Source: an optimization exercise on an open RTL-to-GDS flow (aim: small area). Production flows keep margins and buffers that such runs may drop. At most, simulation tests tie the RTL to the original design; equivalence was not proved. The clock port is modelled as an ideal driver, which makes a skipped or thinned clock tree look cheaper than it is; a real chip needs a root buffer or a tree. Power is estimated from default activity; no workload was simulated.

==> run a: inputs <==
// mt9v_frontend
module mt9v_frontend (
	input        pclk,
	input        rst,
	input  [7:0] data,
	input        fm,
	input        ln,
	output [7:0] m_axis_video_tdata,
	output       m_axis_video_tlast,
	output       m_axis_video_tuser,
	output       m_axis_video_tvalid,
	output       av,
	output       hs,
	output       vs
);
  wire [7:0] data_r;
  wire       fm_r;
  wire       ln_r;
  MT9V_REG u_reg (
	.pclk(pclk),
	.data_in(data),
	.fm_in(fm),
	.ln_in(ln),
	.data_out(data_r),
	.fm_out(fm_r),
	.ln_out(ln_r)
  );
  MT9V_to_AXIS u_axis (
	.pclk(pclk),
	.rst(rst),
	.data(data_r),
	.fm(fm_r),
	.ln(ln_r),
	.m_axis_video_tdata(m_axis_video_tdata),
	.m_axis_video_tlast(m_axis_video_tlast),
	.m_axis_video_tuser(m_axis_video_tuser),
	.m_axis_video_tvalid(m_axis_video_tvalid),
	.av(av),
	.hs(hs),
	.vs(vs)
  );
endmodule
==> module MT9V_to_AXIS, before the edit <==
module MT9V_to_AXIS (
	input        pclk,
	input        rst,
	input  [7:0] data,
	input        fm,
	input        ln,
	output [7:0] m_axis_video_tdata,
	output       m_axis_video_tlast,
	output       m_axis_video_tuser,
	output       m_axis_video_tvalid,
	output       av,
	output       hs,
	output       vs
);
	reg [7:0]  data_reg1, data_reg2;
	reg        ln_reg1, ln_reg3, ln_reg4;
	reg        flag, start, fm_reg2;
	reg [72:0] fm_dly;
	reg        fmd_ok;
	reg        track;
	reg [15:0] pixcnt1, pixcnt2, pixcnt3, pixcnt_max, linecnt;
	reg        hs_reg, hs1_reg, vs_reg;
	wire fm_reg1 = fm_dly[72];
	wire fmd     = fm_dly[0] & fmd_ok;
	wire [16:0] diff = {1'b0, pixcnt3} - {1'b0, pixcnt_max};
	wire diff_hi0 = ~|diff[16:7];
	wire d93  = diff_hi0 & (diff[6:0] == 7'd93);
	wire d92  = diff_hi0 & (diff[6:0] == 7'd92);
	wire dhs  = diff_hi0 & (diff[6:0] >= 7'd15) & (diff[6:0] < 7'd63);
	localparam [15:0] P1_15 = 16'h400b;
	wire p1_low0 = ~|pixcnt1[14:0];
	wire p1_fb   = pixcnt1[15] ^ pixcnt1[13] ^ pixcnt1[12] ^ pixcnt1[10] ^ p1_low0;
	wire p1_zero = p1_low0 & ~pixcnt1[15];
	wire lc_low0 = ~|linecnt[14:0];
	wire lc_fb   = linecnt[15] ^ linecnt[13] ^ linecnt[12] ^ linecnt[10] ^ lc_low0;
	wire hs1_next = (pixcnt1 == P1_15) | (hs1_reg & ~p1_zero & ~(~pixcnt1[0] & pixcnt1[4] & ~pixcnt1[9] & pixcnt1[10]));
	always @(posedge pclk) begin
		data_reg1 <= data;
		data_reg2 <= data_reg1;
		fm_dly    <= {fm, fm_dly[72:1]};
	end
	always @(posedge pclk)
		if (rst) begin
			ln_reg1    <= 1'b0;
			ln_reg3    <= 1'b0;
			ln_reg4    <= 1'b0;
			flag       <= 1'b0;
			start      <= 1'b0;
			fm_reg2    <= 1'b0;
			fmd_ok     <= 1'b0;
			track      <= 1'b0;
			pixcnt1    <= 16'd0;
			pixcnt2    <= 16'd0;
			pixcnt3    <= 16'd0;
			pixcnt_max <= 16'd0;
			linecnt    <= 16'd0;
			hs_reg     <= 1'b0;
			hs1_reg    <= 1'b0;
			vs_reg     <= 1'b0;
		end else begin
			ln_reg1 <= ln;
			ln_reg3 <= ~ln_reg1 & ln;
			if (ln_reg3)
				ln_reg4 <= 1'b0;
			else if (ln_reg1 & ~ln)
				ln_reg4 <= 1'b1;
			if (ln_reg3)
				flag <= 1'b1;
			else if (~fm)
				flag <= 1'b0;
			start   <= ln_reg3 & ~flag;
			fm_reg2 <= fm_reg1 & ln_reg1;
			if (pixcnt3[6] & pixcnt3[3])
				fmd_ok <= 1'b1;
			pixcnt1 <= (fm_reg2 | ~fmd) ? 16'd0 : {pixcnt1[14:0], p1_fb};
			pixcnt2 <= fm_reg2 ? pixcnt2 + 16'd1 : 16'd0;
			if (start)
				pixcnt_max <= 16'd0;
			else if (track)
				pixcnt_max <= pixcnt2;
			track <= fm_reg2 & (start | (~&pixcnt2 & (track | (pixcnt2 == pixcnt_max))));
			pixcnt3 <= (fmd | d93) ? 16'd0 : pixcnt3 + 16'd1;
			if (fmd)
				linecnt <= 16'd0;
			else if (d92)
				linecnt <= {linecnt[14:0], lc_fb};
			hs1_reg <= hs1_next;
			hs_reg  <= dhs;
			vs_reg <= (linecnt[15:11] == 5'd0) & (linecnt[8:0] == 9'd0) & (linecnt[10] ^ linecnt[9]);
		end
	assign m_axis_video_tdata  = data_reg2;
	assign m_axis_video_tlast  = ln_reg4;
	assign m_axis_video_tuser  = start;
	assign m_axis_video_tvalid = fm_reg2;
	assign av = fm_reg2;
	assign hs = hs_reg | hs1_reg;
	assign vs = vs_reg;
endmodule
export LEC_CHECK = 0
export CAP_MARGIN = 20
export CORE_MARGIN = 2
export CORE_UTILIZATION = 70
export PLACE_DENSITY = 0.75
export SLEW_MARGIN = 20
create_clock -name core_clock -period 5.0 [get_ports {pclk}]
standard.sh (not shown) runs the stock make flow with config.mk's settings and CLKGATE_MAP_FILE= SYNTH_SCRIPT=/design/flow/synth_recipe.tcl, a recipe that flattens the netlist after the stock synthesis.
==> flow/flow/run.sh <==
#!/bin/bash
# The standard layout (standard.sh), changed only in:
# - synthesis: ABC maps the logic for area (flow/abc_area.script, run in
#   place of ORFS's abc_speed.script), and adders are left to ABC instead of
#   being mapped to half/full-adder cells first (ADDER_MAP_FILE empty);
#   registers are untouched, so they keep the standard synthesis's names and
#   cell types;
# - CTS: a two-level inverter clock tree built by flow/manual_cts.tcl in
#   place of TritonCTS: the clock port drives one inv_6, which drives 9 inv_8,
#   each driving one balanced cluster of flip-flop clock pins (positive clock
#   at every flip-flop, no deliberate skew);
# - port buffers: buf_1.
set -e
here=$(pwd)
rm -rf "$here/scripts_area"
cp -r "$FLOW_HOME/scripts" "$here/scripts_area"
cp "$here/flow/abc_area.script" "$here/scripts_area/abc_speed.script"
python3 - "$here" <<'PY'
import sys
here = sys.argv[1]
p = here + "/scripts_area/cts.tcl"
s = open(p).read()
old = "log_cmd clock_tree_synthesis {*}$cts_args"
assert old in s
s = s.replace(old, "source " + here + "/flow/manual_cts.tcl\n"
    "manual_cts pclk 9 sky130_fd_sc_hd__inv_8 sky130_fd_sc_hd__inv_6")
open(p, "w").write(s)
PY
export BUFFER_PORTS_ARGS="-buffer_cell sky130_fd_sc_hd__buf_1"
bash standard.sh SCRIPTS_DIR="$here/scripts_area" ADDER_MAP_FILE= > standard.log 2>&1
==> flow/flow/abc_area.script <==
strash
&get -n
&deepsyn -I 20 -J 5
&put
strash
dc2
dch -f
amap
strash
dc2
dch -f
amap
strash
dc2
dch -f
amap
strash
dc2
dch -f
amap
strash
dc2
dch -f
amap
strash
dc2
dch -f
amap
==> flow/flow/manual_cts.tcl <==
proc cts_connect { inst in_net out_net } {
  foreach it [$inst getITerms] {
    if {[$it isInputSignal]} { $it connect $in_net }
    if {[$it isOutputSignal]} { $it connect $out_net }
  }
}
# Manual clock tree: the clock port drives NLEAF clock buffers, each of which
# drives the flip-flop clock pins of one cluster (k-means on pin location).
proc manual_cts { clk_port nleaf bufname {rootname ""} } {
  set db [ord::get_db]
  set block [ord::get_db_block]
  set clk_net [$block findNet $clk_port]
  set master [$db findMaster $bufname]
  set sinks {}
  foreach it [$clk_net getITerms] {
    set bb [[$it getInst] getBBox]
    lappend sinks [list $it [expr {([$bb xMin] + [$bb xMax]) / 2.0}] [expr {([$bb yMin] + [$bb yMax]) / 2.0}]]
  }
  set n [llength $sinks]
  # initial centers: sinks sorted by angle around the centroid
  set cx 0; set cy 0
  foreach s $sinks { set cx [expr {$cx + [lindex $s 1]}]; set cy [expr {$cy + [lindex $s 2]}] }
  set cx [expr {$cx / $n}]; set cy [expr {$cy / $n}]
  set byang {}
  foreach s $sinks { lappend byang [list [expr {atan2([lindex $s 2] - $cy, [lindex $s 1] - $cx)}] [lindex $s 1] [lindex $s 2]] }
  set byang [lsort -real -index 0 $byang]
  set centers {}
  for {set k 0} {$k < $nleaf} {incr k} {
    set e [lindex $byang [expr {int(($k + 0.5) * $n / $nleaf)}]]
    lappend centers [list [lindex $e 1] [lindex $e 2]]
  }
  # balanced k-means: each cluster holds at most ceil(n/nleaf) sinks
  set cap [expr {int(ceil(double($n) / $nleaf))}]
  for {set iter 0} {$iter < 30} {incr iter} {
    set pairs {}
    set i 0
    foreach s $sinks {
      for {set k 0} {$k < $nleaf} {incr k} {
        set c [lindex $centers $k]
        set d [expr {abs([lindex $s 1] - [lindex $c 0]) + abs([lindex $s 2] - [lindex $c 1])}]
        lappend pairs [list $d $i $k]
      }
      incr i
    }
    set pairs [lsort -real -index 0 $pairs]
    array unset asg; array unset cnt
    for {set k 0} {$k < $nleaf} {incr k} { set cnt($k) 0 }
    foreach p $pairs {
      lassign $p d i k
      if {[info exists asg($i)] || $cnt($k) >= $cap} continue
      set asg($i) $k; incr cnt($k)
    }
    set newc {}
    for {set k 0} {$k < $nleaf} {incr k} { set sx($k) 0; set sy($k) 0 }
    set i 0
    foreach s $sinks { set k $asg($i); set sx($k) [expr {$sx($k) + [lindex $s 1]}]; set sy($k) [expr {$sy($k) + [lindex $s 2]}]; incr i }
    for {set k 0} {$k < $nleaf} {incr k} { lappend newc [list [expr {$sx($k) / max(1,$cnt($k))}] [expr {$sy($k) / max(1,$cnt($k))}]] }
    set centers $newc
  }
  set drv_net $clk_net
  if {$rootname ne ""} {
    set rinst [odb::dbInst_create $block [$db findMaster $rootname] "clkbuf_root"]
    set drv_net [odb::dbNet_create $block "clknet_root"]
    $drv_net setSigType CLOCK
    cts_connect $rinst $clk_net $drv_net
    set rx 0; set ry 0
    foreach c $centers { set rx [expr {$rx + [lindex $c 0]}]; set ry [expr {$ry + [lindex $c 1]}] }
    $rinst setLocation [expr {int($rx / $nleaf)}] [expr {int($ry / $nleaf)}]
    $rinst setPlacementStatus PLACED
  }
  for {set k 0} {$k < $nleaf} {incr k} {
    set inst [odb::dbInst_create $block $master "clkbuf_leaf_$k"]
    set net [odb::dbNet_create $block "clknet_leaf_$k"]
    $net setSigType CLOCK
    cts_connect $inst $drv_net $net
    set c [lindex $centers $k]
    $inst setLocation [expr {int([lindex $c 0])}] [expr {int([lindex $c 1])}]
    $inst setPlacementStatus PLACED
    set leafnet($k) $net
  }
  set i 0
  foreach s $sinks {
    set it [lindex $s 0]
    $it disconnect
    $it connect $leafnet($asg($i))
    incr i
  }
  global_connect
  puts "manual_cts: $n sinks, $nleaf leaf buffers $bufname, at most $cap sinks each"
}
==> run b: changes against run a <==
--- a/flow/design.v
+++ b/flow/design.v
@@ -103,3 +103,3 @@
 				pixcnt_max <= pixcnt2;
-			track <= fm_reg2 & (start | (~&pixcnt2 & (track | (pixcnt2 == pixcnt_max))));
+			track <= fm_reg2 & (start | (track ? ~&pixcnt2 : (pixcnt2 == pixcnt_max)));
 			pixcnt3 <= (fmd | d93) ? 16'd0 : pixcnt3 + 16'd1;
==> flow/flow/run.sh (replaced) <==
#!/bin/bash
# The standard layout (standard.sh), changed only in:
# - synthesis: ABC maps the logic for area (flow/abc_area.script, run in
#   place of ORFS's abc_speed.script), and adders are left to ABC instead of
#   being mapped to half/full-adder cells first (ADDER_MAP_FILE empty);
#   registers are untouched, so they keep the standard synthesis's names and
#   cell types;
# - CTS: no dummy clock loads, clkbuf_8 clock buffers;
# - port buffers: buf_1.
set -e
here=$(pwd)
rm -rf "$here/scripts_area"
cp -r "$FLOW_HOME/scripts" "$here/scripts_area"
cp "$here/flow/abc_area.script" "$here/scripts_area/abc_speed.script"
export CTS_ARGS="-sink_clustering_enable -repair_clock_nets -dont_use_dummy_load -buf_list sky130_fd_sc_hd__clkbuf_8"
export BUFFER_PORTS_ARGS="-buffer_cell sky130_fd_sc_hd__buf_1"
bash standard.sh SCRIPTS_DIR="$here/scripts_area" ADDER_MAP_FILE= synth > synth.log 2>&1
bash standard.sh > standard.log 2>&1
==> flow/flow/abc_area.script (replaced) <==
strash
dch -f
amap
strash
dch -f
amap
strash
dch -f
amap
strash
dch -f
amap
removed: flow/flow/manual_cts.tcl
==> run c: changes against run a <==
--- a/flow/design.v
+++ b/flow/design.v
@@ -56,5 +56,5 @@
 	wire p1_zero = p1_low0 & ~pixcnt1[15];
+	wire hs1_next = (pixcnt1 == P1_15) | (hs1_reg & ~p1_zero & ~(~pixcnt1[0] & pixcnt1[4] & ~pixcnt1[9] & pixcnt1[10]));
 	wire lc_low0 = ~|linecnt[14:0];
 	wire lc_fb   = linecnt[15] ^ linecnt[13] ^ linecnt[12] ^ linecnt[10] ^ lc_low0;
-	wire hs1_next = (pixcnt1 == P1_15) | (hs1_reg & ~p1_zero & ~(~pixcnt1[0] & pixcnt1[4] & ~pixcnt1[9] & pixcnt1[10]));
 	always @(posedge pclk) begin
@@ -111,3 +111,3 @@
 			hs_reg  <= dhs;
-			vs_reg <= (linecnt[15:11] == 5'd0) & (linecnt[8:0] == 9'd0) & (linecnt[10] ^ linecnt[9]);
+			vs_reg  <= (linecnt[15:11] == 5'd0) & (linecnt[8:0] == 9'd0) & (linecnt[10] ^ linecnt[9]);
 		end
--- a/flow/flow/run.sh
+++ b/flow/flow/run.sh
@@ -2,3 +2,3 @@
 # The standard layout (standard.sh), changed only in:
-# - synthesis: ABC maps the logic for area (flow/abc_area.script, run in
+# - synthesis: ABC restructures (deepsyn) and maps the logic for area (flow/abc_area.script, run in
 #   place of ORFS's abc_speed.script), and adders are left to ABC instead of
@@ -8,3 +8,3 @@
 # - CTS: a two-level inverter clock tree built by flow/manual_cts.tcl in
-#   place of TritonCTS: the clock port drives one inv_6, which drives 9 inv_8,
+#   place of TritonCTS: the clock port drives one inv_8, which drives 9 inv_8,
 #   each driving one balanced cluster of flip-flop clock pins (positive clock
@@ -25,3 +25,3 @@
 s = s.replace(old, "source " + here + "/flow/manual_cts.tcl\n"
-    "manual_cts pclk 9 sky130_fd_sc_hd__inv_8 sky130_fd_sc_hd__inv_6")
+    "manual_cts pclk 9 sky130_fd_sc_hd__inv_8 sky130_fd_sc_hd__inv_8")
 open(p, "w").write(s)
--- a/flow/config.mk
+++ b/flow/config.mk
@@ -10,3 +10,3 @@
 export CORE_UTILIZATION = 70
-export PLACE_DENSITY = 0.75
+export PLACE_DENSITY = 0.85
 export SLEW_MARGIN = 20
==> results.txt <==
Result of the run: run b complete, no violations; run a complete, no violations; run c complete, no violations
Cell Count, Final, Fillers Out: run b 710; run a 665; run c 665
Share of total power in sequential cells: run b 0.653; run a 0.730; run c 0.728
Clock period minus worst slack: run b 4.471 ns; run a 3.566 ns; run c 3.444 ns
Vertical extent of the die: run b 94.61 um; run a 92.87 um; run c 92.87 um
Initial core utilization: run b 0.7101; run a 0.7191; run c 0.7191
Power in combinational cells: run b 105 uW; run a 29.9 uW; run c 30.9 uW
Average vias per placed instance: run b 5.745; run a 5.540; run c 5.713
Clock Skews: run b 0.03923 ns; run a 0.01687 ns; run c 0.01073 ns
Cell with the biggest individual delay on the critical path: run b sky130_fd_sc_hd__dfxtp_1; run a sky130_fd_sc_hd__nand4_1; run c sky130_fd_sc_hd__nand4_1
Complex-gate fraction of the synthesized area: run b 0.1646; run a 0.1403; run c 0.1403
Row count: run b 33; run a 32; run c 32
Max-slew headroom: run b 0.3577; run a 0.5516; run c 0.5429
Launch point of the worst hold path: run b u_axis.data_reg1[7]; run a u_axis.fm_dly[60]; run c u_axis.fm_dly[26]
Latest clock arrival within the worst-skew pair: run b 0.46 ns; run a 0.28 ns; run c 0.23 ns
Critical path fanouts, max: run b 13; run a 16; run c 16
Function not checked in run b: the RTL went through the layout flow alone. The clock cells of run a and run c come from the design's own scripts or RTL, not from TritonCTS.

port drivers added, routing unchanged:
Ports are ideal in the flow. The routed layouts listed here were re-timed in OpenROAD. Step 1 sets driving cells, clkbuf_16 on the clock port and buf_2 on the other inputs (assumed; they add their load-dependent delay and slew). Step 2 times the ports against the registers' clock, not the clock port: input delays grow and output delays shrink by t, the midpoint of the rising clock arrivals with the driver on. Slacks: ideal ports / drivers / drivers and shift; pairs: ideal ports / drivers.
| run | shift t [ns] | slack for setup (ns) | hold WS [ns] | slew at the worst register clock pin (ns) |
|---|---|---|---|---|
| run a | 0.310 | 1.434 / 1.434 / 1.434 | 0.331 / 0.331 / 0.331 | 0.12 / 0.12 |
| run b | 0.468 | 0.529 / 0.529 / 0.529 | 0.309 / 0.309 / 0.309 | 0.10 / 0.10 |
| run c | 0.276 | 1.556 / 1.556 / 1.556 | 0.335 / 0.335 / 0.335 | 0.10 / 0.10 |
After both steps every run listed still meets setup and hold.
